This design comes from an exercise in tuning for small area on the open sky130 flow, not from production work. Where RTL was checked, it was by simulation tests only, not by an equivalence proof against the original. The RTL of run 1 was laid out without a check of its function. Power is estimated from default activity; no workload was simulated.

==> flow/design.v, too long to show whole: its modules and the start of the top module <==
// module fa_cell: 6 lines
// module ixnor_cell: 5 lines
// module ior_cell: 5 lines
// module bsel: 5 lines
// module bpp_n: 5 lines
// module bpp_p: 5 lines
// module mul16: 788 lines
// module dpg_e: 6 lines
// module dpg_o: 6 lines
// module dcy_e: 5 lines
// module dcy_o: 5 lines
// module dx_e: 5 lines
// module dx_o: 5 lines
// module dsel_e: 5 lines
// module dsum_e: 5 lines
// module dsum_o: 5 lines
// module qfix: 5 lines
// module dabs16: 14 lines
// module dzero: 12 lines
// module dq_e: 5 lines
// module dq_o: 5 lines
// module dsel_e2: 5 lines
// module dsel_o2: 5 lines
// module dneg16: 15 lines
// module dmux: 5 lines
// module dsel_o: 5 lines
// module div16: 556 lines
// module addsub16: 13 lines
// module ALU: 9 lines
// module alu16: 33 lines
module alu16(clk, rst, a, b, ctrl, res, R15);
  // ...
==> flow/flow/run.sh <==
#!/bin/bash
cp standard.sh standard_sh_copy.txt
export BUFFER_PORTS_ARGS="-buffer_cell sky130_fd_sc_hd__buf_1"
bash standard.sh > standard.log 2>&1
==> flow/standard.sh <==
#!/bin/bash
# synth_recipe.tcl (not shown) runs the flow's synth.tcl, then flattens the netlist and writes it again
# the make line also repeats each setting of config.mk as NAME=value (left out here)
make -C /OpenROAD-flow-scripts/flow DESIGN_CONFIG=/design/flow/config.mk WORK_HOME=/design/flow/orfs CLKGATE_MAP_FILE= SYNTH_SCRIPT=/design/flow/synth_recipe.tcl "${@:-finish}"
==> flow/config.mk <==
export PLATFORM = sky130hd
export DESIGN_NAME = alu16
export DESIGN_NICKNAME = alu16
export VERILOG_FILES = /design/flow/design.v
export SDC_FILE = /design/flow/constraint.sdc
export NUM_CORES = 4
export LEC_CHECK = 0
export CAP_MARGIN = 20
export CORE_MARGIN = 2
export CORE_UTILIZATION = 40
export SETUP_SLACK_MARGIN = -1.0
export SLEW_MARGIN = 20
export SYNTH_HIERARCHICAL = 1
export SYNTH_MINIMUM_KEEP_SIZE = 0
==> flow/constraint.sdc <==
create_clock -name core_clock -period 40.0 [get_ports {clk}]
set_input_delay 8.0000 -clock core_clock [delete_from_list [all_inputs] [get_ports {clk}]]
set_output_delay 8.0000 -clock core_clock [all_outputs]
set_load 0.01 [all_outputs]
==> run summary, run 1 <==
FMAX 0.0258 GHz; Synth area leaders xnor2_1 (21%), fa_1 (19%), xor2_1 (8.8%), nand2_1 (7.5%), o22ai_1 (7.3%); Seq cells 32; most common library cells after synthesis xnor2_1 (346), nand2_1 (286), o22ai_1 (167); Final Wtd Congestion 0.909; family with the most delay on the worst path compound AO/OA/AOI/OAI gates; crit start category primary input; wire length on met2 between 20 and 25 mm; Clock H-tree levels 2; fraction of area in registers 5.00%; NonClk Buf Share 5.74%; routed metal-1 wirelength 20.0 mm; Worst EP required 40,230 ps; clkbuf count 5; die footprint 37,500 sq um; gr busiest metal met2; ys flop type dfrtp_1; CP startpoint b[12]; final wirelength 46.3 mm; IO Pins 70; vias per std cell 5.62; most common cell after layout, fill and taps aside xnor2_1; outcome finished clean; Cells after DPL 2,366; fillers roughly 3,500; row count 69; clock sink count 32; HP Start R15[4]$_DFFE_PN0P_; worst reg2reg endpoint res[0]$_DFFE_PN0P_; vias after detailed routing between 10,000 and 15,000; fin cells 2,383; met3 wire length just over 3 mm; Pwr Total 1.25 mW; Least-Margin Pin Slew 1220 ps; CTS Hold Buffers Added 0; setup TNS 0 ps; reg2reg start res[0]$_DFFE_PN0P_; Int Pwr 0.572 mW; number of flops mapped to enable cells by yosys 0; hold_ws 478 ps; pre-CTS setup slack -638 ps; Post-Synth Adder-Cell Area 21.3%; worst hold path cell count 2
==> run 2: changes to the inputs <==
--- a/flow/design.v
+++ b/flow/design.v
@@ -950,4 +950,4 @@
 	dabs16 u_absa (.x(a), .y(A));
-	dabs16 u_absb (.x(b), .y(D));
-	assign nD = ~D;
+	assign nD = b ^ {16{~sb}};
+	assign D = ~nD;
 	dzero u_z (.b(b), .z(z));
@@ -955,7 +955,7 @@
 	wire [15:0] q;
-	wire r15c1 = ~(A[15] | nD[0]);
+	wire r15c1 = ~(sb ? (A[15] & b[0]) : (A[15] | ~b[0]));
 	assign q[15] = ~r15c1 & z[1];
 	wire r15r0;
-	dmux um15 (.s(q[15]), .a1n(~(A[15] ^ D[0])), .a0n(~A[15]), .y(r15r0));
-	wire r14c1 = ~(A[14] | nD[0]);
+	dmux um15 (.s(q[15]), .a1n(~(A[15] ^ b[0])), .a0n(~A[15]), .y(r15r0));
+	wire r14c1 = ~(sb ? (A[14] & b[0]) : (A[14] | ~b[0]));
 	wire r14a1, r14b1, r14c2, r14r1, r14a1x;
@@ -965,4 +965,4 @@
 	wire r14r0;
-	dmux um14 (.s(q[14]), .a1n(~(A[14] ^ D[0])), .a0n(~A[14]), .y(r14r0));
-	wire r13c1 = ~(A[13] | nD[0]);
+	dmux um14 (.s(q[14]), .a1n(~(A[14] ^ b[0])), .a0n(~A[14]), .y(r14r0));
+	wire r13c1 = ~(sb ? (A[13] & b[0]) : (A[13] | ~b[0]));
 	wire r13a1, r13b1, r13c2, r13r1, r13a1x;
@@ -976,4 +976,4 @@
 	wire r13r0;
-	dmux um13 (.s(q[13]), .a1n(~(A[13] ^ D[0])), .a0n(~A[13]), .y(r13r0));
-	wire r12c1 = ~(A[12] | nD[0]);
+	dmux um13 (.s(q[13]), .a1n(~(A[13] ^ b[0])), .a0n(~A[13]), .y(r13r0));
+	wire r12c1 = ~(sb ? (A[12] & b[0]) : (A[12] | ~b[0]));
 	wire r12a1, r12b1, r12c2, r12r1, r12a1x;
@@ -991,4 +991,4 @@
 	wire r12r0;
-	dmux um12 (.s(q[12]), .a1n(~(A[12] ^ D[0])), .a0n(~A[12]), .y(r12r0));
-	wire r11c1 = ~(A[11] | nD[0]);
+	dmux um12 (.s(q[12]), .a1n(~(A[12] ^ b[0])), .a0n(~A[12]), .y(r12r0));
+	wire r11c1 = ~(sb ? (A[11] & b[0]) : (A[11] | ~b[0]));
 	wire r11a1, r11b1, r11c2, r11r1, r11a1x;
@@ -1010,4 +1010,4 @@
 	wire r11r0;
-	dmux um11 (.s(q[11]), .a1n(~(A[11] ^ D[0])), .a0n(~A[11]), .y(r11r0));
-	wire r10c1 = ~(A[10] | nD[0]);
+	dmux um11 (.s(q[11]), .a1n(~(A[11] ^ b[0])), .a0n(~A[11]), .y(r11r0));
+	wire r10c1 = ~(sb ? (A[10] & b[0]) : (A[10] | ~b[0]));
 	wire r10a1, r10b1, r10c2, r10r1, r10a1x;
@@ -1033,4 +1033,4 @@
 	wire r10r0;
-	dmux um10 (.s(q[10]), .a1n(~(A[10] ^ D[0])), .a0n(~A[10]), .y(r10r0));
-	wire r9c1 = ~(A[9] | nD[0]);
+	dmux um10 (.s(q[10]), .a1n(~(A[10] ^ b[0])), .a0n(~A[10]), .y(r10r0));
+	wire r9c1 = ~(sb ? (A[9] & b[0]) : (A[9] | ~b[0]));
 	wire r9a1, r9b1, r9c2, r9r1, r9a1x;
@@ -1060,4 +1060,4 @@
 	wire r9r0;
-	dmux um9 (.s(q[9]), .a1n(~(A[9] ^ D[0])), .a0n(~A[9]), .y(r9r0));
-	wire r8c1 = ~(A[8] | nD[0]);
+	dmux um9 (.s(q[9]), .a1n(~(A[9] ^ b[0])), .a0n(~A[9]), .y(r9r0));
+	wire r8c1 = ~(sb ? (A[8] & b[0]) : (A[8] | ~b[0]));
 	wire r8a1, r8b1, r8c2, r8r1, r8a1x;
@@ -1091,4 +1091,4 @@
 	wire r8r0;
-	dmux um8 (.s(q[8]), .a1n(~(A[8] ^ D[0])), .a0n(~A[8]), .y(r8r0));
-	wire r7c1 = ~(A[7] | nD[0]);
+	dmux um8 (.s(q[8]), .a1n(~(A[8] ^ b[0])), .a0n(~A[8]), .y(r8r0));
+	wire r7c1 = ~(sb ? (A[7] & b[0]) : (A[7] | ~b[0]));
 	wire r7a1, r7b1, r7c2, r7r1, r7a1x;
@@ -1126,4 +1126,4 @@
 	wire r7r0;
-	dmux um7 (.s(q[7]), .a1n(~(A[7] ^ D[0])), .a0n(~A[7]), .y(r7r0));
-	wire r6c1 = ~(A[6] | nD[0]);
+	dmux um7 (.s(q[7]), .a1n(~(A[7] ^ b[0])), .a0n(~A[7]), .y(r7r0));
+	wire r6c1 = ~(sb ? (A[6] & b[0]) : (A[6] | ~b[0]));
 	wire r6a1, r6b1, r6c2, r6r1, r6a1x;
@@ -1165,4 +1165,4 @@
 	wire r6r0;
-	dmux um6 (.s(q[6]), .a1n(~(A[6] ^ D[0])), .a0n(~A[6]), .y(r6r0));
-	wire r5c1 = ~(A[5] | nD[0]);
+	dmux um6 (.s(q[6]), .a1n(~(A[6] ^ b[0])), .a0n(~A[6]), .y(r6r0));
+	wire r5c1 = ~(sb ? (A[5] & b[0]) : (A[5] | ~b[0]));
 	wire r5a1, r5b1, r5c2, r5r1, r5a1x;
@@ -1208,4 +1208,4 @@
 	wire r5r0;
-	dmux um5 (.s(q[5]), .a1n(~(A[5] ^ D[0])), .a0n(~A[5]), .y(r5r0));
-	wire r4c1 = ~(A[4] | nD[0]);
+	dmux um5 (.s(q[5]), .a1n(~(A[5] ^ b[0])), .a0n(~A[5]), .y(r5r0));
+	wire r4c1 = ~(sb ? (A[4] & b[0]) : (A[4] | ~b[0]));
 	wire r4a1, r4b1, r4c2, r4r1, r4a1x;
@@ -1255,4 +1255,4 @@
 	wire r4r0;
-	dmux um4 (.s(q[4]), .a1n(~(A[4] ^ D[0])), .a0n(~A[4]), .y(r4r0));
-	wire r3c1 = ~(A[3] | nD[0]);
+	dmux um4 (.s(q[4]), .a1n(~(A[4] ^ b[0])), .a0n(~A[4]), .y(r4r0));
+	wire r3c1 = ~(sb ? (A[3] & b[0]) : (A[3] | ~b[0]));
 	wire r3a1, r3b1, r3c2, r3r1, r3a1x;
@@ -1306,4 +1306,4 @@
 	wire r3r0;
-	dmux um3 (.s(q[3]), .a1n(~(A[3] ^ D[0])), .a0n(~A[3]), .y(r3r0));
-	wire r2c1 = ~(A[2] | nD[0]);
+	dmux um3 (.s(q[3]), .a1n(~(A[3] ^ b[0])), .a0n(~A[3]), .y(r3r0));
+	wire r2c1 = ~(sb ? (A[2] & b[0]) : (A[2] | ~b[0]));
 	wire r2a1, r2b1, r2c2, r2r1, r2a1x;
@@ -1361,4 +1361,4 @@
 	wire r2r0;
-	dmux um2 (.s(q[2]), .a1n(~(A[2] ^ D[0])), .a0n(~A[2]), .y(r2r0));
-	wire r1c1 = ~(A[1] | nD[0]);
+	dmux um2 (.s(q[2]), .a1n(~(A[2] ^ b[0])), .a0n(~A[2]), .y(r2r0));
+	wire r1c1 = ~(sb ? (A[1] & b[0]) : (A[1] | ~b[0]));
 	wire r1a1, r1b1, r1c2, r1r1, r1a1x;
@@ -1420,4 +1420,4 @@
 	wire r1r0;
-	dmux um1 (.s(q[1]), .a1n(~(A[1] ^ D[0])), .a0n(~A[1]), .y(r1r0));
-	wire r0c1 = ~(A[0] | nD[0]);
+	dmux um1 (.s(q[1]), .a1n(~(A[1] ^ b[0])), .a0n(~A[1]), .y(r1r0));
+	wire r0c1 = ~(sb ? (A[0] & b[0]) : (A[0] | ~b[0]));
 	wire r0a1, r0b1, r0c2, r0r1, r0a1x;
@@ -1483,3 +1483,3 @@
 	wire r0r0;
-	dmux um0 (.s(q[0]), .a1n(~(A[0] ^ D[0])), .a0n(~A[0]), .y(r0r0));
+	dmux um0 (.s(q[0]), .a1n(~(A[0] ^ b[0])), .a0n(~A[0]), .y(r0r0));
 	wire [15:0] rx = {r0r15, r0r14, r0r13, r0r12, r0r11, r0r10, r0r9, r0r8, r0r7, r0r6, r0r5, r0r4, r0r3, r0r2, r0r1, r0r0};
--- a/flow/config.mk
+++ b/flow/config.mk
@@ -10,3 +10,2 @@
 export CORE_UTILIZATION = 40
-export SETUP_SLACK_MARGIN = -1.0
 export SLEW_MARGIN = 20
==> run 2 against run 1 <==
Hold slack worse by 1.1 ps. Sequential power grew 3.5%. Global-route usage is 0.19 points higher. Power is 0.65% lower. Via count decreased by 1.1%. Sequential share of layout area hardly changed. Fmax grew 2.5%. Clock skew stayed put. Die area decreased by 1.1%. Sequential cell count did not move. Area after synthesis decreased by 1.1%. Combinational power hardly changed. Critical endpoint unchanged. Largest cell class unchanged. Highest routed layer unchanged.
==> run summary, run 2 <==
DRT Pass-1 Iters 5 (was 6); min cycle time layout 37,820 ps (was 38,750 ps); row count 69 (unchanged); Power Density 76.9 nW/um^2 (was 78.1 nW/um^2); outcome finished clean (unchanged); final slew viol count 0 (unchanged); worst hold path class reg -> reg (unchanged); Clock H-tree levels 2 (unchanged); CTS Hold Buffers Added 0 (unchanged); crit-path most repeated cell a21oi_2 (unchanged); area grow syn2layout 13.9% (was 11.5%); count leader, synth xnor2_1 (unchanged); placed cell area 15,500 sq um (about the same); Final setup viols 0 (unchanged); Leak 5.55 nW (was 5.62 nW); PortBufs 69 (unchanged); slowest CP cell or4_4 (unchanged); syn avg cell area 7.88 sq um (was 7.92 sq um); Setup Crit Path Kind in -> reg (unchanged); CTS tree built (unchanged); post-route clock skew 0 ps (unchanged); DRT iter0 DRCs 860 (was 1,064); largest net degree at the start of global routing 53 (unchanged); Starting Density 40.2% (was 40.5%); die footprint 37,000 sq um (was 37,500 sq um); most frequent cells in the layout xnor2_1 (348), nand2_1 (279), o22ai_1 (167) (was xnor2_1 (336), nand2_1 (286), o22ai_1 (167)); Rel. slew slack 26.7% (was 18.9%); ys flop type dfrtp_1 (unchanged); IO Pins 70 (unchanged); flop and latch count out of synthesis 32 (unchanged); vias per std cell 5.56 (was 5.62); Least-Margin Pin Slew 1100 ps (was 1220 ps); Clk pin slew, worst setup/hold paths 50 ps (was 60 ps); number of remaining DRC errors 0 (unchanged); Synth area leaders xnor2_1 (22%), fa_1 (19%), xor2_1 (9.3%), nand2_1 (7.4%), o22ai_1 (7.4%) (was xnor2_1 (21%), fa_1 (19%), xor2_1 (8.8%), nand2_1 (7.5%), o22ai_1 (7.3%)); Routed WL per cell 18.6 microns (was 19.4 microns); GRT Overall Usage 24.1% (was 23.9%); vias in the first global route 12,609 (was 12,943); sequential share of the synthesized area 5.64% (was 5.57%); Antenna Violating Nets Remaining 0 (unchanged); layout cells sized above 1 15.7% (was 13.9%); Worst Setup End Kind register (unchanged); crit start category primary input (unchanged); core area 35,300 sq um (was 35,500 sq um); Post-Syn Instances 1,803 (was 1,815); Die Y 192 microns (was 194 microns); Mapped Area 14,200 sq um (was 14,400 sq um); hpwl dp 33.8 mm (was 34.1 mm); vias after detailed routing 13,259 (was 13,400); final wirelength 44.4 mm (was 46.3 mm); Final Wtd Congestion 0.914 (was 0.909); count of different cell masters after synthesis 56 (was 55); initial antenna violation count 1 (was 0); Hold Vio Cnt, Final 0 (unchanged); first-pass GRT wire length 70.2 mm (was 71.7 mm); Max FO, Critical Path 26 (unchanged); Worst EP required 40,150 ps (was 40,230 ps); Worst Reg-to-Reg Cells 1 (unchanged); largest area contributor in the netlist xnor2_1 (unchanged); top-area cell type share of the netlist area 21.9% (was 21.1%); fillers 3,506 (was 3,534); part of the cycle the worst path needs 94.5% (was 96.9%); worst hold path cell count 2 (unchanged); slowest cell delay on critical path 550 ps (was 600 ps); clock tree buffer depth 2 (unchanged); biggest regs R15: 16 flops, res: 16 flops (unchanged); Synth async-reset ratio 100% (unchanged); most common cell after layout, fill and taps aside xnor2_1 (unchanged); Pwr Total 1.24 mW (was 1.25 mW); cts bufs inserted 5 (unchanged); Worst-Skew Late Latency 280 ps (was 290 ps); root buffer cell clkbuf_16 (unchanged); Critical Path AT 37,960 ps (was 38,980 ps); die width 192 microns (was 194 microns); max cap viols 0 (unchanged); number of flops mapped to enable cells by yosys 0 (unchanged); FMAX 0.0264 GHz (was 0.0258 GHz); # nets final 2,094 (was 2,110); total gr overflow 0 (unchanged); most common library cells after synthesis xnor2_1 (355), nand2_1 (279), o22ai_1 (167) (was xnor2_1 (346), nand2_1 (286), o22ai_1 (167)); clock sink count 32 (unchanged); final instance area 16,200 sq um (was 16,000 sq um); maximum VDD drop 0.186 mV (was 0.0759 mV); synth warn 7 (unchanged)
-- run 2: cell types whose count changed after synthesis, sizes merged, moves of 3 or more --
cell    before  now
nor4        13    9
or2         32   35
xnor2      346  355
inv         92   83
xor2       144  151
ha          16    0
nand4        8    5
a21oi       73   89
nand2      288  281
o21ai      111  106
nor2       136  133
clkbuf      12   16
-- run 2: power breakdown --
| part | switching (mW) | total (mW) | internal, mW |
|---|---|---|---|
| logic | 0.631 | 1.14 | 0.511 |
| clock network | 0.0149 | 0.0410 | 0.0261 |
| registers | 0.0128 | 0.0596 | 0.0469 |
| total | 0.659 | 1.24 | 0.584 |
-- run 2: repair_timing --
action | 4_1_cts | 5_1_grt
gates resized for setup | 12 | 74
pin swaps | 4 | 6
setup endpoints to repair | 14 | 32
gates cloned | 0 | 1
buffers inserted | 2 | 11
-- run 2: kinds of logic after synthesis --
family                     share of synthesized area [%]
AOI/OAI and AO/OA                                   19.3
and+or+nand+nor                                     16.2
adders and majority gates                           20.2
muxes                                               2.11
buffers and inverters                               5.26
DFF                                                 5.64
other                                              0.106
xor gates and xnor gates                            31.2
-- run 2: worst paths after layout --
kind                                    startpoint                   to  slack (ps)
worst min register to register  R15[3]$_DFFE_PN0P_   R15[3]$_DFFE_PN0P_         480
min in group asynchronous                      rst   res[5]$_DFFE_PN0P_        7860
worst max register to register  res[0]$_DFFE_PN0P_   res[0]$_DFFE_PN0P_       39120
worst min-delay path            R15[3]$_DFFE_PN0P_   R15[3]$_DFFE_PN0P_         480
worst max-delay path                         b[13]  R15[15]$_DFFE_PN0P_        2180
max in group asynchronous                      rst   R15[4]$_DFFE_PN0P_       31550
-- run 2: final cells by class --
class                           instances  area [sq um]  area share [%]
Clock buffer                            7           153           0.944
Inverter                               83           312            1.93
Tap cell                              461           577            3.57
Timing Repair Buffer                  166          1030            6.34
Sequential cell                        32           801            4.95
Multi-Input combinational cell       1633         13300            82.3
Antenna cell                            1          2.50          0.0155
-- run 2: worst max-delay path, delay by kind of cell --
| family | cells | cell delay, ps |
|---|---|---|
| compound gates | 116 | 19330 |
| xor+xnor | 9 | 1740 |
| simple gates | 29 | 4480 |
| mux | 8 | 2410 |
| buf+inv | 10 | 1940 |
-- run 2: routing by layer --
metal	vias up	track usage (%)	wire length (microns)
met4	0	6.58	1040
met2	439	38.8	20600
met5	-	0	0
met3	57	3.38	3040
met1	6500	33.7	19700
li1	6263	-	-
-- run 2: stage by stage --
stage	utilization [%]	TNS [ps]	hold slack [ps]	worst slack, ps	std cells
2_1_floorplan	-	0	516	1.41	1812
6_report	45.8	0	477	2180	2383
4_1_cts	44.5	0	482	16.3	2369
3_3_place_gp	43.8	0	465	256	2360
5_1_grt	45.8	-1140	520	-200	2382
3_5_place_dp	43.8	-9820	471	-941	2360
-- run 2: per-module statistics from Yosys, one instance, submodules excluded, excerpt --
module | times used | cells
alu16 | 1 | 204
bpp_p | 8 | 1
dabs16 | 1 | 40
dcy_o | 56 | 1
div16 | 1 | 110
dmux | 16 | 1
dneg16 | 1 | 38
dpg_e | 56 | 2
dq_o | 8 | 1
dsel_e2 | 56 | 3
fa_cell | 135 | 1
ior_cell | 31 | 1
qfix | 15 | 2
==> run 3: changes to the inputs <==
--- a/flow/config.mk
+++ b/flow/config.mk
@@ -10,2 +10,3 @@
 export CORE_UTILIZATION = 40
+export SETUP_SLACK_MARGIN = -1.5
 export SLEW_MARGIN = 20
==> run 3 against run 2 <==
Via count decreased by 1.0%. Global-route usage decreased by 0.68 points. Clock skew unchanged. Non-clock buffer count decreased by 16. Worst setup slack got worse by 1500 ps. Count of clock-buffer cells in the layout unchanged. Combinational power about the same. Die area unchanged. Routed wire length decreased by 1.7%. Critical path type unchanged. Largest cell class unchanged.
==> run summary, run 3 <==
outcome finished clean (unchanged); met3 wire length 2.75 mm (was 3.04 mm); count of different cell masters after synthesis 56 (unchanged); placed cell area 15,400 sq um (was 15,500 sq um); largest net degree at the start of global routing 53 (unchanged); die width 192 microns (unchanged); Setup Crit Path Kind in -> reg (unchanged); Final setup viols 0 (unchanged); ys flop type dfrtp_1 (unchanged); Final Wtd Congestion 0.893 (was 0.914); final slew viol count 0 (unchanged); clock sink count 32 (unchanged); fillers 3,494 (was 3,506); area of the multi-input gates 13,100 sq um (was 13,300 sq um); area grow syn2layout 11.6% (was 13.9%); Rel. slew slack 30.7% (was 26.7%); WHS Endpoint R15[3]$_DFFE_PN0P_ (unchanged); row count 69 (unchanged); sw frac 53.1% (was 53.0%); vias per std cell 5.54 (was 5.56); first-pass GRT wire length 68.4 mm (was 70.2 mm); crit start category primary input (unchanged); IO Pins 70 (unchanged); most common cell after layout, fill and taps aside xnor2_1 (unchanged); Comb pwr share 91.9% (about the same); flop and latch count out of synthesis 32 (unchanged); most frequent cells in the layout xnor2_1 (348), nand2_1 (279), o22ai_1 (167) (unchanged); vias after detailed routing 13,120 (was 13,259); root buffer cell clkbuf_16 (unchanged); initial antenna violation count 0 (was 1); total gr overflow 0 (unchanged); Leak 5.43 nW (was 5.55 nW); hpwl dp 33.2 mm (was 33.8 mm); Worst-Skew Late Latency 280 ps (about the same); Worst Setup End Kind register (unchanged); Post-Syn Instances 1,803 (unchanged); Simple-Gate Fraction of Synth Area 16.2% (unchanged); GRT Overall Usage 23.4% (was 24.1%); Synth Area in XOR/XNOR 31.2% (unchanged); cts bufs inserted 5 (unchanged); CTS Hold Buffers Added 0 (unchanged); largest area contributor in the netlist xnor2_1 (unchanged); core area 35,300 sq um (unchanged); DRT iter0 DRCs 1,035 (was 860); Post-Synth Adder-Cell Area 20.2% (unchanged); part of the cycle the worst path needs 98.2% (was 94.5%); FMAX 0.0255 GHz (was 0.0264 GHz); DRT Pass-1 Iters 6 (was 5); min cycle time layout 39,270 ps (was 37,820 ps); main combinational cell family by area after synthesis XOR/XNOR gates (unchanged); Storage cell area 801 sq um (unchanged); Power Density 78.3 nW/um^2 (was 76.9 nW/um^2); Reg power frac 4.8% (about the same); die footprint 37,000 sq um (unchanged); post-route clock skew 0 ps (unchanged); routed metal-1 wirelength 19.6 mm (was 19.7 mm); Clk pin slew, worst setup/hold paths 50 ps (about the same); max cap viols 0 (unchanged); HP Start R15[3]$_DFFE_PN0P_ (unchanged); Mapped Area 14,200 sq um (unchanged); final instance area 15,900 sq um (was 16,200 sq um); Max FO, Critical Path 26 (unchanged); Least-Margin Pin Slew 1040 ps (was 1100 ps); synth warn 7 (unchanged); worst reg2reg endpoint res[0]$_DFFE_PN0P_ (unchanged); final core utilization 44.9% (was 45.8%); final wirelength 43.6 mm (was 44.4 mm); Hold Vio Cnt, Final 0 (unchanged); biggest regs R15: 16 flops, res: 16 flops (unchanged); most common library cells after synthesis xnor2_1 (355), nand2_1 (279), o22ai_1 (167) (unchanged); Worst EP required 40,150 ps (about the same); worst hold path class reg -> reg (unchanged); Starting Density 40.2% (unchanged); maximum VDD drop 0.0877 mV (was 0.186 mV); number of flops mapped to enable cells by yosys 0 (unchanged); slowest cell delay on critical path 590 ps (was 550 ps); top-area cell type share of the netlist area 21.9% (unchanged); vias in the first global route 12,348 (was 12,609); Critical Path AT 39,420 ps (was 37,960 ps); Synth area leaders xnor2_1 (22%), fa_1 (19%), xor2_1 (9.3%), nand2_1 (7.4%), o22ai_1 (7.4%) (unchanged); slowest CP cell or4_4 (unchanged); PortBufs 69 (unchanged); Compound-Gate Fraction of Synth Area 19.3% (unchanged); worst hold path cell count 2 (unchanged); sequential share of the synthesized area 5.64% (unchanged); count leader, synth xnor2_1 (unchanged); crit-path most repeated cell a21oi_2 (unchanged); Synth async-reset ratio 100% (unchanged); # nets final 2,078 (was 2,094); Int Pwr 0.583 mW (was 0.584 mW); reg2reg start res[0]$_DFFE_PN0P_ (unchanged); layout cells sized above 1 13.7% (was 15.7%); Worst Reg-to-Reg Cells 1 (unchanged); DR top layer met4 (unchanged); clock share of power 3.3% (about the same); mux contribution to synthesized area 2.11% (unchanged); number of remaining DRC errors 0 (unchanged); Die Y 192 microns (unchanged); Clock H-tree levels 2 (unchanged); wire length on met2 20.4 mm (was 20.6 mm); Antenna Violating Nets Remaining 0 (unchanged); flop-to-flop setup slack 39,120 ps (about the same); syn avg cell area 7.88 sq um (unchanged); clock tree buffer depth 2 (unchanged); CTS tree built (unchanged); Routed WL per cell 18.4 microns (was 18.6 microns); switching power 0.659 mW (about the same)
-- run 3: modules after synthesis, one instance, submodules excluded, a selection --
module,flops+latches,cells
addsub16,0,18
dpg_e,0,2
qfix,0,2
dcy_e,0,1
dneg16,0,38
dabs16,0,40
dq_o,0,1
-- run 3: worst max-delay path by stage --
stage,startpoint,end,slack (ps),cells after the start
6_report,b[5],R15[15]$_DFFE_PN0P_,730,170
5_1_grt,b[13],R15[15]$_DFFE_PN0P_,-1580,171
4_1_cts,a[0],R15[14]$_DFFE_PN0P_,-710,169
3_5_place_dp,a[0],R15[14]$_DFFE_PN0P_,-950,169
3_3_place_gp,a[0],R15[14]$_DFFE_PN0P_,180,171
2_1_floorplan,b[15],R15[15]$_DFFE_PN0P_,-1370,160
-- run 3: worst max-delay path: cells and delay by family --
| kind | cells | cell delay, ps |
|---|---|---|
| AO/OA/AOI/OAI | 120 | 21400 |
| XOR/XNOR | 6 | 1360 |
| buffers and inverters | 7 | 1640 |
| multiplexers | 11 | 3180 |
| AND/OR/NAND/NOR | 26 | 3830 |
-- run 3: layer usage --
metal  vias up  track usage (%)
li1       6239                -
met1      6401             32.5
met3        63             3.78
met2       417             38.4
met4         0             4.87
met5         -                0
-- run 3: cells by family after synthesis --
group / Yosys count
AO/OA/AOI/OAI: 412
flip-flops: 32
other: 4
adder cells (fa/ha/maj): 151
XOR/XNOR: 506
multiplexers: 30
buffers and inverters: 148
AND/OR/NAND/NOR: 520
-- run 3: layout make-up --
| class | instances | share of cell area, % |
|---|---|---|
| Antenna cell | 1 | 0.0158 |
| Clock buffer | 7 | 0.963 |
| Inverter | 83 | 1.96 |
| Multi-Input combinational cell | 1633 | 82.7 |
| Sequential cell | 32 | 5.05 |
| Tap cell | 461 | 3.64 |
| Timing Repair Buffer | 150 | 5.66 |
-- run 3: per-stage QoR --
| stage | power, mW | instances | worst slack (ps) | TNS, ps | hold slack [ps] |
|---|---|---|---|---|---|
| 4_1_cts | 1.21 | 2359 | -709 | -6400 | 480 |
| 2_1_floorplan | 1.02 | 1812 | -1370 | -17570 | 516 |
| 5_1_grt | 1.36 | 2366 | -1580 | -28640 | 506 |
| 3_5_place_dp | 1.16 | 2352 | -949 | -9920 | 469 |
| 6_report | 1.24 | 2367 | 730 | 0 | 476 |
| 3_3_place_gp | 1.15 | 2352 | 182 | 0 | 460 |
-- run 3: repair_timing --
action	4_1_cts	5_1_grt
setup buffers	0	8
setup endpoints to repair	0	32
gates resized for setup	0	61
-- run 3: power groups by stage --
stage	clock network, mW	logic, mW	registers [mW]
floorplan	0	0.956	0.0606
global placement	0	1.09	0.0595
detailed placement	0	1.10	0.0596
CTS	0.0410	1.11	0.0592
global route	0.0423	1.25	0.0609
finish	0.0405	1.14	0.0594
==> run 4: changes to the inputs <==
--- a/flow/config.mk
+++ b/flow/config.mk
@@ -10,3 +10,3 @@
 export CORE_UTILIZATION = 40
-export SETUP_SLACK_MARGIN = -1.5
+export SETUP_SLACK_MARGIN = -1.0
 export SLEW_MARGIN = 20
==> run 4 against run 3 <==
Fmax grew 1.1%. Register-to-register slack is essentially flat. Still clean on timing, DRC and antenna. Sequential share of layout area is essentially flat. Count of clock-buffer cells in the layout is the same. Non-clock buffer count grew 7. Die area is the same. Sequential power is essentially flat. Critical path depth is the same. Synthesized cell count is the same. Clock skew is the same. First-iteration DRC count shrank 16%. Area after synthesis is the same.
==> run summary, run 4 <==
outcome finished clean (unchanged); row count 69 (unchanged); flop and latch count out of synthesis 32 (unchanged); Least-Margin Pin Slew 970 ps (was 1040 ps); clock sink count 32 (unchanged); number of antenna diodes 0 (was 1); Rel. slew slack 35.0% (was 30.7%); final wirelength 44.6 mm (was 43.6 mm); vias after detailed routing 13,141 (was 13,120); Critical Path AT 39,020 ps (was 39,420 ps); crit-path most repeated cell a21oi_2 (unchanged); Clock H-tree levels 2 (unchanged); Antenna Violating Nets Remaining 0 (unchanged); sequential share of the synthesized area 5.64% (unchanged); fillers 3,491 (was 3,494); Die Y 192 microns (unchanged); crit start category primary input (unchanged); FMAX 0.0257 GHz (was 0.0255 GHz); number of remaining DRC errors 0 (unchanged); vias in the first global route 12,684 (was 12,348); Pwr Total 1.26 mW (was 1.24 mW); WHS Endpoint R15[5]$_DFFE_PN0P_ (was R15[3]$_DFFE_PN0P_); syn avg cell area 7.88 sq um (unchanged); Routed WL per cell 18.8 microns (was 18.4 microns); setup TNS 0 ps (unchanged); slowest cell delay on critical path 550 ps (was 590 ps); Worst-Skew Late Latency 280 ps (about the same); flop-to-flop setup slack 39,120 ps (about the same); Power Density 78.8 nW/um^2 (was 78.3 nW/um^2); part of the cycle the worst path needs 97.1% (was 98.2%); pre-CTS setup slack -812 ps (was -949 ps); Worst Reg-to-Reg Cells 1 (unchanged); Setup Crit Path Kind in -> reg (unchanged); IO Pins 70 (unchanged); count of different cell masters after synthesis 56 (unchanged); PortBufs 69 (unchanged); cts bufs inserted 5 (unchanged); max cap viols 0 (unchanged); Starting Density 40.2% (unchanged); area grow syn2layout 12.2% (was 11.6%); ys flop type dfrtp_1 (unchanged); first-pass GRT wire length 70.0 mm (was 68.4 mm); root buffer cell clkbuf_16 (unchanged); HP Start R15[5]$_DFFE_PN0P_ (was R15[3]$_DFFE_PN0P_); Final Wtd Congestion 0.922 (was 0.893); min cycle time layout 38,860 ps (was 39,270 ps); reg2reg start res[6]$_DFFE_PN0P_ (was res[0]$_DFFE_PN0P_); DRT Pass-1 Iters 5 (was 6); Clk pin slew, worst setup/hold paths 50 ps (about the same); final core utilization 45.1% (was 44.9%); maximum VDD drop 0.179 mV (was 0.0877 mV); worst hold path class reg -> reg (unchanged); top-area cell type share of the netlist area 21.9% (unchanged); Hold Vio Cnt, Final 0 (unchanged); Final setup viols 0 (unchanged); number of flops mapped to enable cells by yosys 0 (unchanged); Max FO, Critical Path 14 (was 26); slowest CP cell or4_4 (unchanged); worst reg2reg endpoint res[6]$_DFFE_PN0P_ (was res[0]$_DFFE_PN0P_); post-route clock skew 0 ps (unchanged); Synth async-reset ratio 100% (unchanged); Crit path buffers/inverters 8 (was 7); most frequent cells in the layout xnor2_1 (347), nand2_1 (279), o22ai_1 (167) (was xnor2_1 (348), nand2_1 (279), o22ai_1 (167)); final slew viol count 0 (unchanged); count leader, synth xnor2_1 (unchanged); CTS tree built (unchanged); hpwl dp 33.9 mm (was 33.2 mm); Worst Setup End Kind register (unchanged); PnR worst setup slack 1140 ps (was 730 ps); worst hold path cell count 2 (unchanged); biggest regs R15: 16 flops, res: 16 flops (unchanged); Worst EP required 40,160 ps (was 40,150 ps); core area 35,300 sq um (unchanged); layout cells sized above 1 14.3% (was 13.7%); # nets final 2,085 (was 2,078); vias per std cell 5.54 (about the same); clock tree buffer depth 2 (unchanged); most common library cells after synthesis xnor2_1 (355), nand2_1 (279), o22ai_1 (167) (unchanged); Mapped Area 14,200 sq um (unchanged); family with the most delay on the worst path compound AO/OA/AOI/OAI gates (unchanged); GRT Overall Usage 24.0% (was 23.4%); die footprint 37,000 sq um (unchanged); most common cell after layout, fill and taps aside xnor2_1 (unchanged); Leak 5.49 nW (was 5.43 nW); Synth area leaders xnor2_1 (22%), fa_1 (19%), xor2_1 (9.3%), nand2_1 (7.4%), o22ai_1 (7.4%) (unchanged); DRT iter0 DRCs 869 (was 1,035); largest area contributor in the netlist xnor2_1 (unchanged); largest net degree at the start of global routing 53 (unchanged); die width 192 microns (unchanged); total gr overflow 0 (unchanged); Post-Syn Instances 1,803 (unchanged); initial antenna violation count 0 (unchanged); synth warn 7 (unchanged)
-- run 4: cell counts after synthesis --
No cell type changed its count.
-- run 4: power breakdown --
group	leakage, nW	total [mW]	internal, mW	switching, mW
clock network	0.0760	0.0415	0.0261	0.0154
registers	0.380	0.0593	0.0468	0.0124
logic	5.03	1.15	0.515	0.640
total	5.49	1.26	0.588	0.668
-- run 4: worst max path at each step --
stage / to / cells after the start / startpoint
finish: R15[15]$_DFFE_PN0P_ / 170 / b[9]
global route: R15[15]$_DFFE_PN0P_ / 172 / b[13]
CTS: R15[14]$_DFFE_PN0P_ / 169 / a[7]
detailed placement: R15[14]$_DFFE_PN0P_ / 169 / a[7]
global placement: R15[14]$_DFFE_PN0P_ / 169 / b[9]
floorplan: R15[15]$_DFFE_PN0P_ / 164 / b[15]
-- run 4: area by class of cell --
class | instances | area (sq um) | share of cell area, %
flip-flops and latches | 32 | 801 | 5.03
repair buffers | 157 | 972 | 6.10
multi-input cells | 1633 | 13100 | 82.3
inverters | 83 | 312 | 1.96
clock buffers | 7 | 153 | 0.958
well taps | 461 | 577 | 3.62
-- run 4: kinds of logic after synthesis --
kind of cell	count (synthesis)	share of synthesized area, %
AND/OR/NAND/NOR	520	16.2
XOR/XNOR	506	31.2
AO/OA/AOI/OAI	412	19.3
adder cells (fa/ha/maj)	151	20.2
buffers and inverters	148	5.26
flip-flops	32	5.64
multiplexers	30	2.11
other	4	0.106
-- run 4: layer usage --
layer  up-vias  part of all wire, %  global-route usage (%)
met5         -                    0                       0
met3        63                  5.6                    3.02
met2       391                   47                    39.8
met1      6416                   45                    33.3
li1       6271                    -                       -
met4         0                  1.9                    5.28
-- run 4: what timing repair did --
item | 4_1_cts | 5_1_grt
setup endpoints to repair | 0 | 32
endpoints found under the hold margin | 0 | 0
hold buffers | 0 | 0
setup buffers | 0 | 4
gates resized for setup | 0 | 66
-- run 4: per-module statistics from Yosys, one instance, submodules excluded, a selection --
module / area (sq um) / flip-flops and latches / cells / times used
dmux: 10.0 / 0 / 1 / 16
dabs16: 285 / 0 / 40 / 1
bpp_n: 8.76 / 0 / 1 / 128
bpp_p: 8.76 / 0 / 1 / 8
dcy_e: 8.76 / 0 / 1 / 49
dsel_e2: 21.3 / 0 / 3 / 56
qfix: 17.5 / 0 / 2 / 15
dpg_o: 7.51 / 0 / 2 / 64
dq_e: 10.0 / 0 / 1 / 7
-- run 4: through the flow --
stage	instance area, sq um	instances	hold slack [ps]
floorplan	14300	1812	516
global placement	15400	2360	462
detailed placement	15400	2360	469
CTS	15600	2367	480
global route	15900	2373	519
finish	15900	2373	476
-- run 4: tightest hold or removal path: cells and delay by family (launching register included) --
| family | cells | cell delay [ps] |
|---|---|---|
| compound gates | 1 | 60 |
| flops | 1 | 340 |
| simple gates | 1 | 50 |
==> run 5: changes to the inputs <==
--- a/flow/config.mk
+++ b/flow/config.mk
@@ -9,3 +9,3 @@
 export CORE_MARGIN = 2
-export CORE_UTILIZATION = 40
+export CORE_UTILIZATION = 55
 export SETUP_SLACK_MARGIN = -1.0
==> run 5 against run 4 <==
Still clean. Final cell count is 4.8% lower. Register-to-register slack better by 40 ps. Sequential power is 3% lower. Critical endpoint unchanged.
==> run summary, run 5 <==
Least-Margin Pin Slew 858 ps (was 970 ps); first-pass GRT wire length 67.8 mm (was 70.0 mm); synth warn 7 (unchanged); largest net degree at the start of global routing 53 (unchanged); # nets final 2,101 (was 2,085); post-route clock skew 0 ps (unchanged); final core utilization 63.0% (was 45.1%); maximum VDD drop 0.221 mV (was 0.179 mV); min cycle time layout 38,800 ps (was 38,860 ps); syn avg cell area 7.88 sq um (unchanged); die width 165 microns (was 192 microns); flop and latch count out of synthesis 32 (unchanged); clock sink count 32 (unchanged); Synth area leaders xnor2_1 (22%), fa_1 (19%), xor2_1 (9.3%), nand2_1 (7.4%), o22ai_1 (7.4%) (unchanged); final wirelength 44.0 mm (was 44.6 mm); Clock H-tree levels 2 (unchanged); Worst Reg-to-Reg Cells 1 (unchanged); CP startpoint b[15] (was b[9]); crit start category primary input (unchanged); biggest regs R15: 16 flops, res: 16 flops (unchanged); Final setup viols 0 (unchanged); worst reg2reg endpoint res[6]$_DFFE_PN0P_ (unchanged); core area 25,300 sq um (was 35,300 sq um); Synth async-reset ratio 100% (unchanged); PortBufs 69 (unchanged); area grow syn2layout 12.1% (was 12.2%); Routed WL per cell 19.5 microns (was 18.8 microns); Mapped Area 14,200 sq um (unchanged); row count 58 (was 69); number of flops mapped to enable cells by yosys 0 (unchanged); vias after detailed routing 13,298 (was 13,141); layout cells sized above 1 14.7% (was 14.3%); FMAX 0.0258 GHz (was 0.0257 GHz); Clk pin slew, worst setup/hold paths 60 ps (was 50 ps); flop-to-flop setup slack 39,160 ps (was 39,120 ps); clock tree buffer depth 2 (unchanged); worst setup path end R15[15]$_DFFE_PN0P_ (unchanged); pre-CTS setup slack -610 ps (was -812 ps); max cap viols 0 (unchanged); Worst EP required 40,150 ps (was 40,160 ps); part of the cycle the worst path needs 97.0% (was 97.1%); Worst Setup End Kind register (unchanged); count leader, synth xnor2_1 (unchanged); vias in the first global route 12,170 (was 12,684); Leak 5.57 nW (was 5.49 nW); GRT Overall Usage 32.1% (was 24.0%); Rel. slew slack 42.8% (was 35.0%); final slew viol count 0 (unchanged); DRT Pass-1 Iters 7 (was 5); most common library cells after synthesis xnor2_1 (355), nand2_1 (279), o22ai_1 (167) (unchanged); most frequent cells in the layout xnor2_1 (348), nand2_1 (279), o22ai_1 (167) (was xnor2_1 (347), nand2_1 (279), o22ai_1 (167)); Worst-Skew Late Latency 280 ps (about the same); vias per std cell 5.89 (was 5.54); Power Density 77.8 nW/um^2 (was 78.8 nW/um^2); ys flop type dfrtp_1 (unchanged); most common cell after layout, fill and taps aside xnor2_1 (unchanged); slowest cell delay on critical path 550 ps (about the same); CTS tree built (unchanged); hpwl dp 33.0 mm (was 33.9 mm); reg2reg start res[6]$_DFFE_PN0P_ (unchanged); hold_ws 482 ps (was 476 ps); number of remaining DRC errors 0 (unchanged); PnR worst setup slack 1200 ps (was 1140 ps); crit-path most repeated cell a21oi_2 (unchanged); Die Y 165 microns (was 192 microns); slowest CP cell or4_4 (unchanged); sequential share of the synthesized area 5.64% (unchanged); number of antenna diodes 0 (unchanged); outcome finished clean (unchanged); Post-Syn Instances 1,803 (unchanged); Setup Crit Path Kind in -> reg (unchanged); die footprint 27,100 sq um (was 37,000 sq um); top-area cell type share of the netlist area 21.9% (unchanged); Hold Vio Cnt, Final 0 (unchanged); fin cells 2,259 (was 2,373); Cells after DPL 2,232 (was 2,360); largest area contributor in the netlist xnor2_1 (unchanged); Final Wtd Congestion 0.892 (was 0.922); cts bufs inserted 5 (unchanged); Critical Path AT 38,940 ps (was 39,020 ps); Antenna Violating Nets Remaining 0 (unchanged); worst hold path class reg -> reg (unchanged); initial antenna violation count 0 (unchanged); Max FO, Critical Path 14 (unchanged); DRT iter0 DRCs 1,095 (was 869); IO Pins 70 (unchanged); Starting Density 56.2% (was 40.2%); root buffer cell clkbuf_16 (unchanged); total gr overflow 0 (unchanged); count of different cell masters after synthesis 56 (unchanged)
[run 5: changes by cell type in the layout (fill, tap and decap cells not counted), sizes merged]
cell and delta:
buf +16, clkbuf -2, clkinvlp +2, clkinv +1
[run 5: per-layer routing]
layer / GRT usage (%) / up-vias / share of wire (%)
met3: 3.59 / 78 / 6.7
met2: 50.7 / 500 / 45
met5: 0 / - / 0
met1: 47.5 / 6446 / 46
li1: - / 6274 / -
met4: 6.72 / 0 / 2.1
[run 5: worst min path at each step]
stage                     slack, ps  depth (start not counted)               start                 end
after floorplan                 520                          2  R15[0]$_DFFE_PN0P_  R15[0]$_DFFE_PN0P_
after global placement          460                          2  R15[1]$_DFFE_PN0P_  R15[1]$_DFFE_PN0P_
after detailed placement        470                          2  R15[1]$_DFFE_PN0P_  R15[1]$_DFFE_PN0P_
after CTS                       480                          2  R15[1]$_DFFE_PN0P_  R15[1]$_DFFE_PN0P_
after global routing            500                          2  R15[3]$_DFFE_PN0P_  R15[3]$_DFFE_PN0P_
final                           480                          2  R15[1]$_DFFE_PN0P_  R15[1]$_DFFE_PN0P_
[run 5: critical path, delay by kind of cell]
family,cells,cell delay [ps]
multiplexers,8,2450
XOR/XNOR,9,1890
AO/OA/AOI/OAI,117,20460
AND/OR/NAND/NOR,29,4080
buffers and inverters,11,2020
[run 5: Yosys stat by module (local to each module, per instance), a selection]
| module | cells inside | copies in the design |
|---|---|---|
| dcy_o | 1 | 56 |
| mul16 | 94 | 1 |
| qfix | 2 | 15 |
| bpp_n | 1 | 128 |
| dq_o | 1 | 8 |
| alu16 | 204 | 1 |
| bpp_p | 1 | 8 |
| addsub16 | 18 | 1 |
| dmux | 1 | 16 |
[run 5: final cells by class]
| type | instances | area [sq um] |
|---|---|---|
| fill | 2326 | 9330 |
| sequential | 32 | 801 |
| inverter | 83 | 312 |
| timing repair buffer | 173 | 1110 |
| multi-input combinational | 1633 | 13100 |
| clock buffer | 5 | 125 |
| tap | 330 | 413 |
| clock inverter | 3 | 23.8 |
[run 5: kinds of logic (layout without fill, tap and decap cells)]
family	after synthesis	after routing	share of synthesized area, %
other	4	13	0.106
and+or+nand+nor	520	520	16.2
adders and majority gates	151	151	20.2
AOI/OAI and AO/OA	412	413	19.3
muxes	30	30	2.11
DFF	32	32	5.64
xor gates and xnor gates	506	506	31.2
buffers and inverters	148	264	5.26
[run 5: through the flow]
step / area (sq um) / TNS, ps / power [mW]
detailed placement: 15300 / -4690 / 1.15
floorplan: 14300 / -6230 / 1.02
global placement: 15300 / 0 / 1.14
global route: 15900 / -19430 / 1.34
CTS: 15400 / -1470 / 1.19
finish: 15900 / 0 / 1.24
[run 5: timing repair]
action | in CTS | in global routing
hold buffers | 0 | 0
setup buffers | 0 | 18
setup endpoints to repair | 0 | 32
resized for setup | 0 | 65
[run 5: power by group]
part           total, mW  switching [mW]  leakage (nW)  internal [mW]
logic               1.14           0.646          5.13          0.497
clock network     0.0388          0.0156        0.0660         0.0231
registers         0.0575          0.0106         0.380         0.0469
total               1.24           0.672          5.57          0.566

## static timing again, ports no longer ideal
In the flow no input, the clock included, has a driving cell. The finished layouts below were timed again as built, in two steps.
Step 1 sets driving cells, clkbuf_16 on the clock port and buf_2 on the other inputs (assumed; they add their load-dependent delay and slew).
Step 2 times the ports against the registers' clock, not the clock port: input delays grow and output delays shrink by t, the midpoint of the rising clock arrivals with the driver on.
Three values: no drivers, after step 1, after step 2; two values: the first two.
| run | t, ns | setup WS [ns] | hold WS [ns] | worst data-port slew with drivers (ns) | pins driven straight from the clock port |
|---|---|---|---|---|---|
| run 1 | 0.340 | 1.247 / 1.269 / 0.930 | 0.478 / 0.478 / 0.478 | 0.06 | 1 |
| run 2 | 0.326 | 2.184 / 2.153 / 1.827 | 0.477 / 0.477 / 0.477 | 0.10 | 1 |
| run 3 | 0.326 | 0.730 / 0.747 / 0.421 | 0.476 / 0.476 / 0.476 | 0.09 | 1 |
| run 4 | 0.330 | 1.144 / 1.150 / 0.820 | 0.476 / 0.476 / 0.476 | 0.10 | 1 |
| run 5 | 0.318 | 1.201 / 1.196 / 0.878 | 0.482 / 0.482 / 0.482 | 0.06 | 1 |
After both steps setup and hold are still met in every run listed. For run 2, which loses most, drivers alone change the setup slack by -0.031 ns; drivers and shift together by -0.357 ns.
